This design comes from an exercise in tuning for small area on the open sky130 flow, not from production work.
In this exercise RTL edits were held to simulation tests only and were not proved equivalent to the original.
The flow treats the clock pin as an ideal source, which a real chip does not have.
Power figures rest on the tool's default switching activity, not on a simulated workload.

==> inputs of run G <==
==> flow/design.v <==
module RowNextN
(
	input keep,
	input shift,
	input load,
	input own,
	input above,
	input word,
	output y_n
);
	assign y_n=~((keep & own) | (shift & above) | (load & word));
endmodule
module RowTopN
(
	input keep,
	input load,
	input own,
	input word,
	output y_n
);
	assign y_n=~((keep | word) & (load | own));
endmodule
module Flip
(
	input a,
	input inv,
	output y
);
	assign y=a ^ inv;
endmodule
module BusReader
#(
	parameter bus_width=32,		 
	parameter bus_max_devices=16,
	parameter bus_buffer_size=32,
	parameter device_id=1		 
)
(
	input clk,
	input rst,				 
	input [bus_width-1:0] bus_data,
	input [bus_max_devices-1:0] bus_receiver,
	output [bus_max_devices-1:0] bus_buffer_full,
	input  [bus_max_devices-1:0] bus_voice,
	output [bus_width-1:0] client_data,
	output [bus_max_devices-1:0] client_source_addr,
	input client_next,			 
	output client_buffer_empty,		 
	output client_buffer_full		 
);
	localparam dw=bus_width+bus_max_devices;
	localparam size=bus_buffer_size;
	wire data_on_bus=bus_receiver[device_id] && (bus_voice!=0);
	wire [dw-1:0] data_in={bus_voice, bus_data};
	generate
		genvar id;
		for (id=0; id<bus_max_devices; id=id+1) begin: buffer_full_bits
			assign bus_buffer_full[id]=id==device_id ? client_buffer_full : 1'b0;
		end
	endgenerate
	reg [5:0] words_inside;		 
	reg pol;
	assign client_buffer_empty=words_inside==0;
	assign client_buffer_full=words_inside[5];
	wire pop=client_next && !client_buffer_empty;
	wire push=data_on_bus && (client_next ? !client_buffer_empty : !client_buffer_full);
	always @(posedge clk) begin
		if (rst)
			words_inside<=0;
		else if (push && !pop)
			words_inside<=words_inside+1'b1;
		else if (pop && !push)
			words_inside<=words_inside-1'b1;
		pol<=rst ? 1'b0 : !pol;
	end
	wire [4:0] tail=words_inside[4:0]-pop;
	wire [dw-1:0] word_lo, word_hi;
	genvar r, b;
	generate
		for (b=0; b<dw; b=b+1) begin: word_bits
			Flip lo (.a(data_in[b]), .inv(pol), .y(word_lo[b]));
			Flip hi (.a(data_in[b]), .inv(pol), .y(word_hi[b]));
		end
	endgenerate
	wire [size*dw-1:0] all_q;
	generate
		for (r=0; r<size; r=r+1) begin: rows
			reg [dw-1:0] q;
			wire [dw-1:0] q_next;
			wire [dw-1:0] word=r<size/2 ? word_lo : word_hi;
			wire load=push && tail==r;
			if (r<size-1) begin: mid
				wire shift=pop && !load;
				wire hold=!pop && !load;
				for (b=0; b<dw; b=b+1) begin: bits
					RowNextN nx (.keep(hold), .shift(shift), .load(load),
						.own(q[b]), .above(all_q[(r+1)*dw+b]), .word(word[b]), .y_n(q_next[b]));
				end
			end else begin: top
				wire hold=!load;
				for (b=0; b<dw; b=b+1) begin: bits
					RowTopN nx (.keep(hold), .load(load), .own(q[b]), .word(word[b]), .y_n(q_next[b]));
				end
			end
			always @(posedge clk)
				q<=q_next;
			assign all_q[r*dw+:dw]=q;
		end
	endgenerate
	assign {client_source_addr, client_data}=all_q[0+:dw] ^ {dw{pol}};
endmodule
==> flow/flow/run.sh <==
#!/bin/bash
# Layout flow: the standard ORFS flow (standard.sh), unchanged except for
#  - the port buffers, which are the smallest buffer (buf_1) instead of a delay cell;
#  - the clock tree: small sink clusters under clkbuf_4 leaves, without dummy
#    loads; then each clock buffer gets the smallest clkbuf size that keeps the
#    slew of the pins it drives under 110 ps (flow/clk_resize.tcl, run at the
#    end of ORFS's CTS step).
# Each step's full output goes to a log file here; ORFS's own logs are under orfs/logs.
set -euo pipefail
here=$(pwd)
export BUFFER_PORTS_ARGS="-buffer_cell sky130_fd_sc_hd__buf_1"
export CTS_ARGS="-sink_clustering_enable -repair_clock_nets -dont_use_dummy_load -sink_clustering_size 10 -sink_clustering_max_diameter 35 -buf_list sky130_fd_sc_hd__clkbuf_4"
export POST_CTS_TCL="$here/flow/clk_resize.tcl"
bash standard.sh synth > flow_synth.log 2>&1
bash standard.sh finish > flow_layout.log 2>&1
==> flow/flow/clk_resize.tcl <==
# Run after clock tree synthesis (POST_CTS_TCL): give each clock tree buffer
# the smallest clkbuf size that keeps the slew at every pin it drives under
# the limit (placement parasitics). Leaf buffers first, then the levels above.
set clk_slew_limit 0.110
set clk_sizes {sky130_fd_sc_hd__clkbuf_2 sky130_fd_sc_hd__clkbuf_4 sky130_fd_sc_hd__clkbuf_8 sky130_fd_sc_hd__clkbuf_16}
estimate_parasitics -placement

proc clk_load_slew { name } {
  set worst 0.0
  set net [get_nets -of_objects [get_pins $name/X]]
  foreach pin [get_pins -of_objects $net -filter "direction==input"] {
    foreach rf {slew_max_rise slew_max_fall} {
      set s [get_property $pin $rf]
      if { $s > $worst } { set worst $s }
    }
  }
  return $worst
}

proc clk_drives_regs { name } {
  set net [get_nets -of_objects [get_pins $name/X]]
  foreach pin [get_pins -of_objects $net -filter "direction==input"] {
    if { [string match "*/CLK" [get_full_name $pin]] } { return 1 }
  }
  return 0
}

set leaves {}
set upper {}
foreach inst [get_cells * -filter "ref_name =~ sky130_fd_sc_hd__clkbuf_*"] {
  set name [get_full_name $inst]
  if { ![string match "clkbuf_*" $name] } { continue }
  if { [clk_drives_regs $name] } { lappend leaves $name } else { lappend upper $name }
}
set changed 0
foreach name [concat $leaves $upper] {
  set orig [get_property [get_cells $name] ref_name]
  set done 0
  foreach size $clk_sizes {
    replace_cell $name $size
    if { [clk_load_slew $name] <= $clk_slew_limit } { set done 1; break }
  }
  if { !$done } { replace_cell $name $orig }
  if { [get_property [get_cells $name] ref_name] ne $orig } { incr changed }
}
puts "clock buffer resizing: [llength $leaves] leaf and [llength $upper] upper buffers, $changed changed"
set worst 0.0
foreach pin [all_registers -clock_pins] {
  foreach rf {slew_max_rise slew_max_fall} {
    set s [get_property $pin $rf]
    if { $s > $worst } { set worst $s }
  }
}
puts "worst flip-flop clock pin slew after resizing: $worst"
detailed_placement
check_placement -verbose
==> flow/standard.sh <==
#!/bin/bash
# synth_recipe.tcl (not shown) runs the flow's synth.tcl, then flattens the netlist and writes it again
# the make line also repeats each setting of config.mk as NAME=value (left out here)
make -C /OpenROAD-flow-scripts/flow DESIGN_CONFIG=/design/flow/config.mk WORK_HOME=/design/flow/orfs CLKGATE_MAP_FILE= SYNTH_SCRIPT=/design/flow/synth_recipe.tcl "${@:-finish}"
==> flow/config.mk <==
export PLATFORM = sky130hd
export DESIGN_NAME = BusReader
export DESIGN_NICKNAME = BusReader
export VERILOG_FILES = /design/flow/design.v
export SDC_FILE = /design/flow/constraint.sdc
export NUM_CORES = 4
export LEC_CHECK = 0
export CAP_MARGIN = 10
export CORE_MARGIN = 2
export CORE_UTILIZATION = 55
export SLEW_MARGIN = 10
export SYNTH_HIERARCHICAL = 1
export SYNTH_MINIMUM_KEEP_SIZE = 0
==> flow/constraint.sdc <==
create_clock -name core_clock -period 6.0 [get_ports {clk}]
set_input_delay 1.2000 -clock core_clock [delete_from_list [all_inputs] [get_ports {clk}]]
set_output_delay 1.2000 -clock core_clock [all_outputs]
set_load 0.01 [all_outputs]
==> run F (differences from run G) <==
==> flow/design.v, changed modules only <==
module RowNextN
(
	input keep,
	input shift,
	input own,
	input below,
	output y_n
);
	assign y_n=~((keep | below) & (shift | own));
endmodule
module Select3N
(
	input s0, s1, s2,
	input a0, a1, a2,
	output y_n
);
	assign y_n=~((s0 & a0) | (s1 & a1) | (s2 & a2));
endmodule
module Select2N
(
	input s0, s1,
	input a0, a1,
	output y_n
);
	assign y_n=~((s0 & a0) | (s1 & a1));
endmodule
module CombineN
#(
	parameter w=48,
	parameter n=11
)
(
	input [n*w-1:0] y_n,
	output reg [w-1:0] y
);
	integer i;
	always @(*) begin
		y={w{1'b1}};
		for (i=0; i<n; i=i+1)
			y=y & y_n[i*w+:w];
		y=~y;
	end
endmodule
module BusReader
#(
	parameter bus_width=32,		 
	parameter bus_max_devices=16,
	parameter bus_buffer_size=32,
	parameter device_id=1		 
)
(
	input clk,
	input rst,				 
	input [bus_width-1:0] bus_data,
	input [bus_max_devices-1:0] bus_receiver,
	output [bus_max_devices-1:0] bus_buffer_full,
	input  [bus_max_devices-1:0] bus_voice,
	output [bus_width-1:0] client_data,
	output [bus_max_devices-1:0] client_source_addr,
	input client_next,			 
	output client_buffer_empty,		 
	output client_buffer_full		 
);
	localparam dw=bus_width+bus_max_devices;
	localparam size=bus_buffer_size;
	wire data_on_bus=bus_receiver[device_id] && (bus_voice!=0);
	wire [dw-1:0] data_in={bus_voice, bus_data};
	generate
		genvar id;
		for (id=0; id<bus_max_devices; id=id+1) begin: buffer_full_bits
			assign bus_buffer_full[id]=id==device_id ? client_buffer_full : 1'b0;
		end
	endgenerate
	reg [5:0] words_inside;		 
	reg pol;
	assign client_buffer_empty=words_inside==0;
	assign client_buffer_full=words_inside[5];
	wire pop=client_next && !client_buffer_empty;
	wire push=data_on_bus && (client_next ? !client_buffer_empty : !client_buffer_full);
	always @(posedge clk) begin
		if (rst)
			words_inside<=0;
		else if (push && !pop)
			words_inside<=words_inside+1'b1;
		else if (pop && !push)
			words_inside<=words_inside-1'b1;
		pol<=rst ? 1'b0 : !pol;
	end
	wire [dw-1:0] word_in=data_in ^ {dw{pol}};
	wire keep=!push;
	wire [(size+1)*dw-1:0] all_q;		 
	assign all_q[0+:dw]=word_in;
	genvar r, b;
	generate
		for (r=0; r<size; r=r+1) begin: rows
			reg [dw-1:0] q;
			wire [dw-1:0] q_next;
			for (b=0; b<dw; b=b+1) begin: bits
				RowNextN nx (.keep(keep), .shift(push), .own(q[b]), .below(all_q[r*dw+b]), .y_n(q_next[b]));
			end
			always @(posedge clk)
				q<=q_next;
			assign all_q[(r+1)*dw+:dw]=q;
		end
	endgenerate
	wire [4:0] head=words_inside[4:0]-1'b1;
	wire [size-1:0] rsel;
	generate
		for (r=0; r<size; r=r+1) begin: rsels
			assign rsel[r]=head==r;
		end
	endgenerate
	localparam groups=(size+2)/3;
	wire [groups*dw-1:0] grp_n;
	genvar g;
	generate
		for (g=0; g<groups; g=g+1) begin: rd
			for (b=0; b<dw; b=b+1) begin: bits
				if (3*g+2<size) begin: three
					Select3N sel (
						.s0(rsel[3*g]), .s1(rsel[3*g+1]), .s2(rsel[3*g+2]),
						.a0(all_q[(3*g+1)*dw+b]), .a1(all_q[(3*g+2)*dw+b]), .a2(all_q[(3*g+3)*dw+b]),
						.y_n(grp_n[g*dw+b]));
				end else begin: two
					Select2N sel (
						.s0(rsel[3*g]), .s1(rsel[3*g+1]),
						.a0(all_q[(3*g+1)*dw+b]), .a1(all_q[(3*g+2)*dw+b]),
						.y_n(grp_n[g*dw+b]));
				end
			end
		end
	endgenerate
	wire [dw-1:0] oldest;
	CombineN #(.w(dw), .n(groups)) comb (.y_n(grp_n), .y(oldest));
	assign {client_source_addr, client_data}=oldest ^ {dw{pol}};
endmodule
// module RowTopN removed
// module Flip removed
==> metrics.log <==
INFO  metric outcome = finished clean
INFO  metric worst_r2r_startpoint = words_inside[2]$_SDFFE_PP0P_
INFO  metric power.total = 0.03507 W
INFO  metric syn_area_per_cell = 14.12 um2
INFO  metric seq_cell_power = 0.0188 W
(the above is from run G)
==> metrics.log <==
INFO  metric seq_cell_power = 0.0202 W
INFO  metric clkbuf_count = 206
INFO  metric place_inst = 5376
INFO  metric worst_r2r_startpoint = words_inside[0]$_SDFFE_PP0P_
INFO  metric power.total = 0.03501 W
INFO  metric outcome = finished clean
INFO  metric syn_area_per_cell = 12.09 um2
INFO  metric crit_path_max_incr_delay = 1010 ps
(the above is from run F)

[separate check: timing with driven ports]
No port has a modelled driver above. Below, the same layouts with a new extraction and two added sets of constraints.
Step 1: set_driving_cell puts a clkbuf_16 on clk and a buf_2 on each other input, an assumption about the parent block.
Step 2 adds t to the input delays and takes it off the output delays; t is the mean of the earliest and latest rising clock arrival at the registers after step 1. Input paths then give back, and output paths get back, about the clock's delay inside the block.
a / b / c = ideal / step 1 / step 2; a / b = the first two.
| run | shift t [ns] | slack for setup (ns) | worst setup path after step 2 | clock arrival spread, ns | worst data-port slew with drivers (ns) |
|---|---|---|---|---|---|
| run G | 1.120 | 0.702 / 0.702 / 0.333 | input to register | 0.116 / 0.116 | 0.04 |
| run F | 1.184 | 0.103 / 0.038 / 1.199 | input to register | 0.122 / 0.122 | 0.06 |
After both steps every run listed still meets setup and hold. For run G, which loses most, drivers alone change the setup slack by 0.000 ns; drivers and shift together by -0.369 ns.
